This is an optimization exercise on Yosys and OpenROAD, whose aim is small area, a short achievable clock period and few clock cycles per item, not a production implementation. Function was checked by simulation only, so behaviour that the tests miss may differ from the original.

== run A ==
Design verilog_multiplier, start of the top module:
module verilog_multiplier(clk, rst, ready, op1, op2, res, done);
==> flow/config.mk <==
export PLATFORM = sky130hd
export DESIGN_NAME = verilog_multiplier
export DESIGN_NICKNAME = verilog_multiplier
export VERILOG_FILES = /design/flow/design.v
export SDC_FILE = /design/flow/constraint.sdc
export NUM_CORES = 4
export LEC_CHECK = 0
export CAP_MARGIN = 20
export CORE_MARGIN = 2
export CORE_UTILIZATION = 60
export SETUP_SLACK_MARGIN = 2.25
export SLEW_MARGIN = 20
==> flow/constraint.sdc <==
create_clock -name core_clock -period 8.0 [get_ports {clk}]
set_input_delay 1.6000 -clock core_clock [delete_from_list [all_inputs] [get_ports {clk}]]
set_output_delay 1.6000 -clock core_clock [all_outputs]
set_load 0.01 [all_outputs]
standard.sh (not shown) runs the stock make flow with config.mk's settings and CLKGATE_MAP_FILE= SYNTH_SCRIPT=/design/flow/synth_recipe.tcl, a recipe that flattens the netlist after the stock synthesis.
==> flow/flow/run.sh <==
#!/bin/bash
# Own flow: the standard layout, except that synthesis runs Yosys's fine
# stage without its early "abc -fast", so that extract_fa finds the design's
# full adders as written (no inverter between adders). The standard synthesis
# runs first; its register names are given to the own netlist's registers,
# and the standard netlist is used as it is if the registers do not match.
set -uo pipefail
W=$(pwd)
R=$W/orfs/results/$FLOW_PLATFORM/verilog_multiplier/base
bash standard.sh synth > log_standard_synth.txt 2>&1 || exit 1
cp "$R/1_2_yosys.v" "$W/ref_1_2_yosys.v"
sed '1s/.*/proc synth {args} { if {[lsearch -glob $args "fine:*"] >= 0} { yosys synth -nofsm -noshare -noabc {*}$args } else { yosys synth -nofsm -noshare {*}$args } }/' synth_recipe.tcl > own_synth.tcl
sed "s|SYNTH_SCRIPT=[^ ]*|SYNTH_SCRIPT=$W/own_synth.tcl|" standard.sh > own_standard.sh
if bash own_standard.sh do-yosys > log_own_synth.txt 2>&1 \
   && python3 flow/rename.py "$W/ref_1_2_yosys.v" "$R/1_2_yosys.v" "$W/own_1_2_yosys.v" > log_rename.txt 2>&1; then
  cp "$W/own_1_2_yosys.v" "$R/1_2_yosys.v"
  echo "own synthesis used" >> log_rename.txt
else
  cp "$W/ref_1_2_yosys.v" "$R/1_2_yosys.v"
  echo "standard synthesis used" >> log_rename.txt
fi
rm -f "$R/1_synth.odb" "$R/1_synth.sdc"
bash standard.sh "BUFFER_PORTS_ARGS=-buffer_cell sky130_fd_sc_hd__buf_4" finish > log_standard_finish.txt 2>&1
Other scripts of this flow, unchanged in this note and not shown: flow/flow/rename.py
Testbench counts of run A, summed over its fixed seeds: cycles 6,400, items 3,200.
> inputs changed (run A -> run B)
# run A
export LEC_CHECK = 0
export CAP_MARGIN = 20
export CORE_MARGIN = 2
export CORE_UTILIZATION = 60
export SETUP_SLACK_MARGIN = 2.25
export SLEW_MARGIN = 20
create_clock -name core_clock -period 8.0 [get_ports {clk}]
# run B
export LEC_CHECK = 0
export CAP_MARGIN = 20
export CORE_MARGIN = 2
export CORE_UTILIZATION = 60
export SETUP_SLACK_MARGIN = 2.3
export SLEW_MARGIN = 20
export TNS_END_PERCENT = 5
create_clock -name core_clock -period 8.0 [get_ports {clk}]
diff --git a/flow/flow/run.sh b/flow/flow/run.sh
--- a/flow/flow/run.sh
+++ b/flow/flow/run.sh
@@ -22,2 +22,2 @@
 rm -f "$R/1_synth.odb" "$R/1_synth.sdc"
-bash standard.sh "BUFFER_PORTS_ARGS=-buffer_cell sky130_fd_sc_hd__buf_4" finish > log_standard_finish.txt 2>&1
+bash standard.sh "BUFFER_PORTS_ARGS=-buffer_cell sky130_fd_sc_hd__buf_2" finish > log_standard_finish.txt 2>&1
### Flow results
- Comparing run A with run B, the final cell count without fillers came out essentially unchanged.
- Run B ended up with a lower number of buffers added for setup after CTS than run A did.
- On detailed-route wire length, run B does better than run A.
- In run B, via count is lower than in run A.
- Post-route core utilization | run B below run A
The following lists how run C was set up differently from run B:
# run B
export LEC_CHECK = 0
export CAP_MARGIN = 20
export CORE_MARGIN = 2
export CORE_UTILIZATION = 60
export SETUP_SLACK_MARGIN = 2.3
export SLEW_MARGIN = 20
export TNS_END_PERCENT = 5
create_clock -name core_clock -period 8.0 [get_ports {clk}]
# run C
export LEC_CHECK = 0
export CAP_MARGIN = 20
export CORE_MARGIN = 2
export CORE_UTILIZATION = 60
export SETUP_SLACK_MARGIN = 2.4
export SLEW_MARGIN = 20
export TNS_END_PERCENT = 20
create_clock -name core_clock -period 8.0 [get_ports {clk}]
Notes after the runs:
- Diff run B and run C: met3 usage higher in run C
- Of run B and run C, the run reporting the lower global-route wire length before repair was run B.
- Cell area reported after detailed placement of run B is on par with run C.
- Looking at run B and run C, the critical path depth is a wash.
- [run C vs run B] share of the cycle needed by the critical path after routing: lower in run C
Edits applied to the flow inputs when going from run C to run D:
# run C
export LEC_CHECK = 0
export CAP_MARGIN = 20
export CORE_MARGIN = 2
export CORE_UTILIZATION = 60
export SETUP_SLACK_MARGIN = 2.4
export SLEW_MARGIN = 20
export TNS_END_PERCENT = 20
create_clock -name core_clock -period 8.0 [get_ports {clk}]
# run D
export LEC_CHECK = 0
export CAP_MARGIN = 20
export CORE_MARGIN = 2
export CORE_UTILIZATION = 60
export SETUP_SLACK_MARGIN = 2.0
export SLEW_MARGIN = 20
create_clock -name core_clock -period 8.0 [get_ports {clk}]
Results
Both conditions hold for run D: the flow ran to the end and the final layout passed the timing, DRC and antenna checks. Run D — number of antenna violations at the first check in global routing 2 higher, run C as reference. Comparing run C and run D, the lower largest fanout on the critical path is on run C. In run D relative to run C, routed wire length had gone down by a few percent. Compared with run C, run D shows wire length of the first global-routing pass that has gone down by a few percent.

[port drivers added, routing unchanged]
In the flow no input, the clock included, has a driving cell. The finished layouts below were timed again as built, in two steps.
Step 1, drivers: a clkbuf_16 drives clk and a buf_2 each remaining input, both assumed.
Step 2 adds t to the input delays and takes it off the output delays; t is the mean of the earliest and latest rising clock arrival at the registers after step 1. Input paths then give back, and output paths get back, about the clock's delay inside the block.
a / b / c = no drivers / after step 1 / after step 2; a / b = the first two.
run	t (ns)	setup WS [ns]	worst setup path at the end	latest minus earliest clock arrival (ns)	worst data-port slew with drivers (ns)
run A	0.472	2.299 / 2.322 / 1.850	input to register	0.015 / 0.016	0.06
run B	0.480	2.295 / 2.313 / 1.833	input to register	0.011 / 0.011	0.05
run C	0.482	2.401 / 2.400 / 1.918	input to register	0.012 / 0.012	0.06
run D	0.480	2.153 / 2.136 / 1.696	input to register	0.011 / 0.011	0.04
After both steps setup and hold are still met in every run listed. The setup slack of run C, which loses most, moves by -0.001 ns with the drivers and by -0.483 ns with both steps.
